From an optimization exercise on the open Yosys and OpenROAD flow, aimed at small area; shortcuts taken in it are not production practice. Only simulation tests tie the RTL to the original design; equivalence was not proved.

==> flow/design.v <==
module StepCalculatorDataflow (
    input wire clk,
    input wire rst,
    input wire [7:0] hr_input,
    input wire [2:0] steps_per_second,
    input wire [7:0] stride_length,
    input wire valid_input,
    output wire [15:0] total_steps,
    output wire [31:0] total_distance,
    output wire [31:0] distance_per_second,
    output wire [7:0] time_elapsed,
    output wire [1:0] heart_rate_classification,
    output wire [7:0] max_heart_rate,
    output wire [31:0] total_calories,
    output wire [31:0] average_heart_rate,
    output wire [1:0] workout_intensity,
    output wire [15:0] speed
);
    reg [6:0] k;         
    reg z;               
    reg flag;            
    reg clr;             
    wire start = valid_input | z;    
    wire [6:0] k_inc;
    assign k_inc[0] = ~k[0];
    genvar gk;
    generate for (gk = 1; gk < 7; gk = gk + 1) begin : g_inc
        assign k_inc[gk] = k[gk] ^ (&k[gk-1:0]);
    end endgenerate
    wire busy = (k != 7'd0);
    always @(posedge clk)
        k <= start ? 7'd1 : (k_inc & {7{busy}});
    always @(posedge clk or posedge rst) begin
        if (rst) begin
            z <= 1'b1;
            flag <= 1'b0;
        end else begin
            if (start)
                z <= 1'b0;
            if (k == 7'd127 && !clr && !z)
                flag <= 1'b1;
        end
    end
    always @(posedge clk)
        if (start) clr <= ~valid_input;
    wire ph_a  = start | (busy && k[6:5] == 2'd0);
    wire ph_b  = (k[6:5] == 2'd1);
    wire ph_b6 = ph_b && !(k[4:3] == 2'b11 && k[2:1] != 2'b00);    
    wire ph_c  = (k[6:5] == 2'd2);
    wire ph_ts = ph_c && !k[4];
    wire ph_d  = (k[6:5] == 2'd3);
    wire ph_te = ph_d && (k[4:3] == 2'd0);
    wire [4:0] ki = k[4:0];                  
    wire ix0 = (ki == 5'd0);
    localparam [7:0] H_POL = 8'haa;
    reg [7:0] h_q;
    wire [7:0] h = h_q ^ H_POL;
    reg [2:0] s;         
    always @(posedge clk) begin
        if (valid_input)
            h_q <= hr_input ^ H_POL;
        else
            h_q <= ~{h_q[0], h_q[7:1]};
        if (valid_input) s <= steps_per_second;
    end
    wire [2:0] s_e = clr ? 3'd0 : s;
    reg [7:0] mx;
    reg gt;
    wire ph_mx  = (k[6:4] == 3'b100);
    wire ph_cmp = (k[6:3] == 4'b1000);
    wire m_b = mx[0] & flag;
    wire h_b = h[1] & ~clr;
    always @(posedge clk) begin
        if (ph_cmp)
            gt <= (h_b & ~m_b) | (~(h_b ^ m_b) & ~ix0 & gt);
        if (ph_mx)
            mx <= {ph_cmp ? mx[0] : (gt ? h_b : m_b), mx[7:1]};
    end
    reg [15:0] ts;
    reg [31:0] td;
    reg [31:0] sum;
    localparam [31:0] AVG_POL = 32'haaaaaaaa;
    reg [31:0] avg_q;
    wire [31:0] avg = avg_q ^ AVG_POL;
    reg [19:0] cal;
    reg [15:0] spd;
    reg [7:0] te;
    reg [7:0] r;
    wire div_first = start | (ph_b & ix0) | (ph_c & ix0);
    wire td_rd  = start ? td[31] : td[{~k[3:0], 1'b1}];
    wire sum_rd = sum[{~k[3:0], 1'b1}];
    wire n_in = ph_a ? td_rd : (ph_c ? sum_rd : avg[31]);
    wire [7:0] dv = ph_b ? 8'd125 : te;
    wire [8:0] x9 = {(div_first ? 8'd0 : r), n_in};
    wire [8:0] b9 = {1'b1, ~dv};
    wire [9:0] dc;
    wire [8:0] df;
    assign dc[0] = ~ph_c;
    genvar gd;
    generate for (gd = 0; gd < 9; gd = gd + 1) begin : g_div
        assign df[gd] = x9[gd] ^ b9[gd] ^ dc[gd];
        assign dc[gd+1] = (x9[gd] & b9[gd]) | (x9[gd] & dc[gd]) | (b9[gd] & dc[gd]);
    end endgenerate
    wire q = dc[9];
    always @(posedge clk)
        r <= q ? df[7:0] : x9[7:0];
    wire spd_ok = flag & (te != 8'd0);
    wire avg_ok = flag & (te != 8'd255);
    reg [7:0] acc;
    reg [3:0] xd;
    reg pb;
    wire a_in = avg[0] & flag & ph_a;
    wire [7:0] m_pp = te & {8{a_in}};
    wire [7:0] m_ac = acc;
    wire [8:0] mc;
    wire [7:0] ms;
    assign mc[0] = 1'b0;
    genvar gm;
    generate for (gm = 0; gm < 8; gm = gm + 1) begin : g_mul
        assign ms[gm] = m_ac[gm] ^ m_pp[gm] ^ mc[gm];
        assign mc[gm+1] = (m_ac[gm] & m_pp[gm]) | (m_ac[gm] & mc[gm]) | (m_pp[gm] & mc[gm]);
    end endgenerate
    wire [8:0] msum = {mc[8], ms};
    wire x_t = msum[0];
    wire x_d = xd[3];
    wire b_e = ~start & pb;      
    wire p_t = x_d ^ x_t ^ b_e;
    wire b_n = (~x_d & (x_t | b_e)) | (x_t & b_e);
    always @(posedge clk) begin
        acc <= msum[8:1];
        xd <= {xd[2:0], x_t};
        pb <= b_n;
    end
    reg cser;
    wire s_bit = (ki == 5'd0) ? s_e[0] : (ki == 5'd1) ? s_e[1] : (ki == 5'd2) ? s_e[2] : 1'b0;
    wire h_bit = h_b & ph_te;
    wire ser_a = ((ts[0] & ph_c) | (sum[0] & ph_d)) & flag;
    wire ser_b = (s_bit & ph_c) | h_bit;
    wire ser_c = ~ix0 & cser;
    wire [1:0] ser_add = {(ser_a & ser_b) | (ser_a & ser_c) | (ser_b & ser_c), ser_a ^ ser_b ^ ser_c};
    always @(posedge clk) begin
        if (ph_ts) ts <= {ser_add[0], ts[15:1]};
        cser <= ser_add[1];
    end
    localparam [31:0] W1_MASK = 32'h000001fe;    
    localparam [31:0] W2_MASK = 32'h000003fc;    
    wire a0 = s_e[0] & cal[17] & (ki[4:3] == 2'd0);
    wire a1 = s_e[1] & cal[18] & W1_MASK[ki];
    wire a2 = s_e[2] & cal[19] & W2_MASK[ki];
    reg [1:0] ctd;
    wire td_i = td[0] & flag;
    wire [1:0] ctd_e = ix0 ? 2'd0 : ctd;
    wire sA = td_i ^ a0 ^ a1;
    wire cA = (td_i & a0) | (td_i & a1) | (a0 & a1);
    wire cB = (sA & a2) | (sA & ctd_e[0]) | (a2 & ctd_e[0]);
    wire [2:0] td_add = {(cA & cB) | (cA & ctd_e[1]) | (cB & ctd_e[1]), cA ^ cB ^ ctd_e[1], sA ^ a2 ^ ctd_e[0]};
    always @(posedge clk) begin
        if (ph_a)
            td <= {td[0], td[31:1]};
        else if (ph_b)
            td <= {td_add[0], td[31:1]};
        ctd <= td_add[2:1];
    end
    always @(posedge clk)
        if (ph_a) spd <= {spd[14:0], q & spd_ok};
    always @(posedge clk) begin
        if (ph_a)
            avg_q <= ~{p_t, avg_q[31:1]};
        else if (ph_b6 || ph_c)
            avg_q <= ~{avg_q[30:0], ~(q & avg_ok)};
    end
    always @(posedge clk) begin
        if (valid_input)
            cal[17:10] <= {stride_length[0], stride_length[1], stride_length[2], stride_length[3],
                           stride_length[4], stride_length[5], stride_length[6], stride_length[7]};
        else if (ph_b6)
            cal <= {cal[18:0], q & flag};
    end
    always @(posedge clk) begin
        if (ph_c)
            sum <= {sum[0], sum[31:1]};
        else if (ph_d)
            sum <= {ser_add[0], sum[31:1]};
    end
    reg cte;
    wire cte_e = ix0 | cte;
    always @(posedge clk) begin
        if (ph_te) te <= {flag & (te[0] ^ cte_e), te[7:1]};
        cte <= te[0] & cte_e;
    end
    assign total_steps = ts;
    assign total_distance = td;
    assign distance_per_second = 32'd0;
    assign time_elapsed = te;
    assign max_heart_rate = mx;
    assign total_calories = {12'd0, cal};
    assign average_heart_rate = avg;
    assign speed = spd;
    localparam [255:0] M_HR1 = 256'hffffffffffffffffffffffffff80000000000000000000000000000000000000;    
    localparam [255:0] M_HR2 = 256'hffffffffffffffffffe000000000000000000000000000000000000000000000;    
    localparam [255:0] M_AV1 = 256'hffffffffffffffffffffffffffffffffff000000000000000000000000000000;    
    localparam [255:0] M_AV2 = 256'hfffffffffffffffffffffffe0000000000000000000000000000000000000000;    
    wire hr1 = M_HR1[hr_input];
    wire hr2 = M_HR2[hr_input];
    assign heart_rate_classification = {hr2, hr1 & ~hr2};
    wire av_hi = |avg[31:8];
    wire av1 = av_hi | M_AV1[avg[7:0]];
    wire av2 = av_hi | M_AV2[avg[7:0]];
    assign workout_intensity = {av2, av1 & ~av2};
endmodule
clock: 90.0 ns
lec_check: 0
cap_margin: 20
core_margin: 2
core_utilization: 85
slew_margin: 20
standard.sh (not shown) runs the stock make flow with config.mk's settings and CLKGATE_MAP_FILE= SYNTH_SCRIPT=/design/flow/synth_recipe.tcl, a recipe that flattens the netlist after the stock synthesis.
==> flow/flow/run.sh <==
#!/bin/bash
# Standard ORFS layout (the standard.sh) with a few extra ORFS settings
# from flow/extra.mk: smaller port buffers, no CTS dummy loads.
set -euo pipefail
HERE=$(pwd)
{ echo "include $HERE/config.mk"; cat "$HERE/flow/extra.mk"; } > "$HERE/my_config.mk"
sed "s#DESIGN_CONFIG=[^ ]*#DESIGN_CONFIG=$HERE/my_config.mk#" standard.sh > my_standard.sh
bash my_standard.sh > standard.log 2>&1
==> flow/flow/extra.mk <==
export BUFFER_PORTS_ARGS = -buffer_cell sky130_fd_sc_hd__buf_1
export CTS_ARGS = -sink_clustering_enable -repair_clock_nets -dont_use_dummy_load -buf_list sky130_fd_sc_hd__clkbuf_8 -root_buf sky130_fd_sc_hd__clkbuf_4 -tree_buf sky130_fd_sc_hd__clkbuf_4 -sink_clustering_size 16 -sink_clustering_max_diameter 50
export SKIP_REPAIR_TIE_FANOUT = 1
Next try:
--- a/flow/design.v
+++ b/flow/design.v
@@ -38,5 +38,5 @@
             if (start)
                 z <= 1'b0;
-            if (k == 7'd127 && !clr && !z)
+            if (k == 7'd127 && !clr)
                 flag <= 1'b1;
         end
The new run completed with no timing, DRC or antenna violations.
Utilization came out higher by 2.5 points.
Area after synthesis came out lower by 0.77%.
Flip-flop and latch count is unchanged.
Hold slack improved by 0.012 ns.
Wire length came out higher by 20%.
Via count came out higher by 7.5%.

==> what the ideal ports hide <==
How much do the figures lean on ideal ports? The routed layouts below were timed once more, with nothing changed but the port constraints. Step 1 sets driving cells, clkbuf_16 on the clock port and buf_2 on the other inputs (assumed; they add their load-dependent delay and slew). Step 2, shift: input delay + t, output delay - t, t = (earliest + latest rising clock arrival at the registers) / 2. This alone moves slack from input paths to output paths. Three values: ideal, step 1, step 2; two values: the first two.
run | t (ns) | setup slack, ns | worst setup path after step 2 | pins driven straight from the clock port
the first run | 0.605 | 53.026 / 52.982 / 52.982 | input to output | 1
the second run | 0.628 | 52.835 / 52.803 / 52.803 | input to output | 1
After both steps setup and hold are still met in every run listed. The setup slack of the first run, which loses most, moves by -0.044 ns with the drivers and by -0.044 ns with both steps.
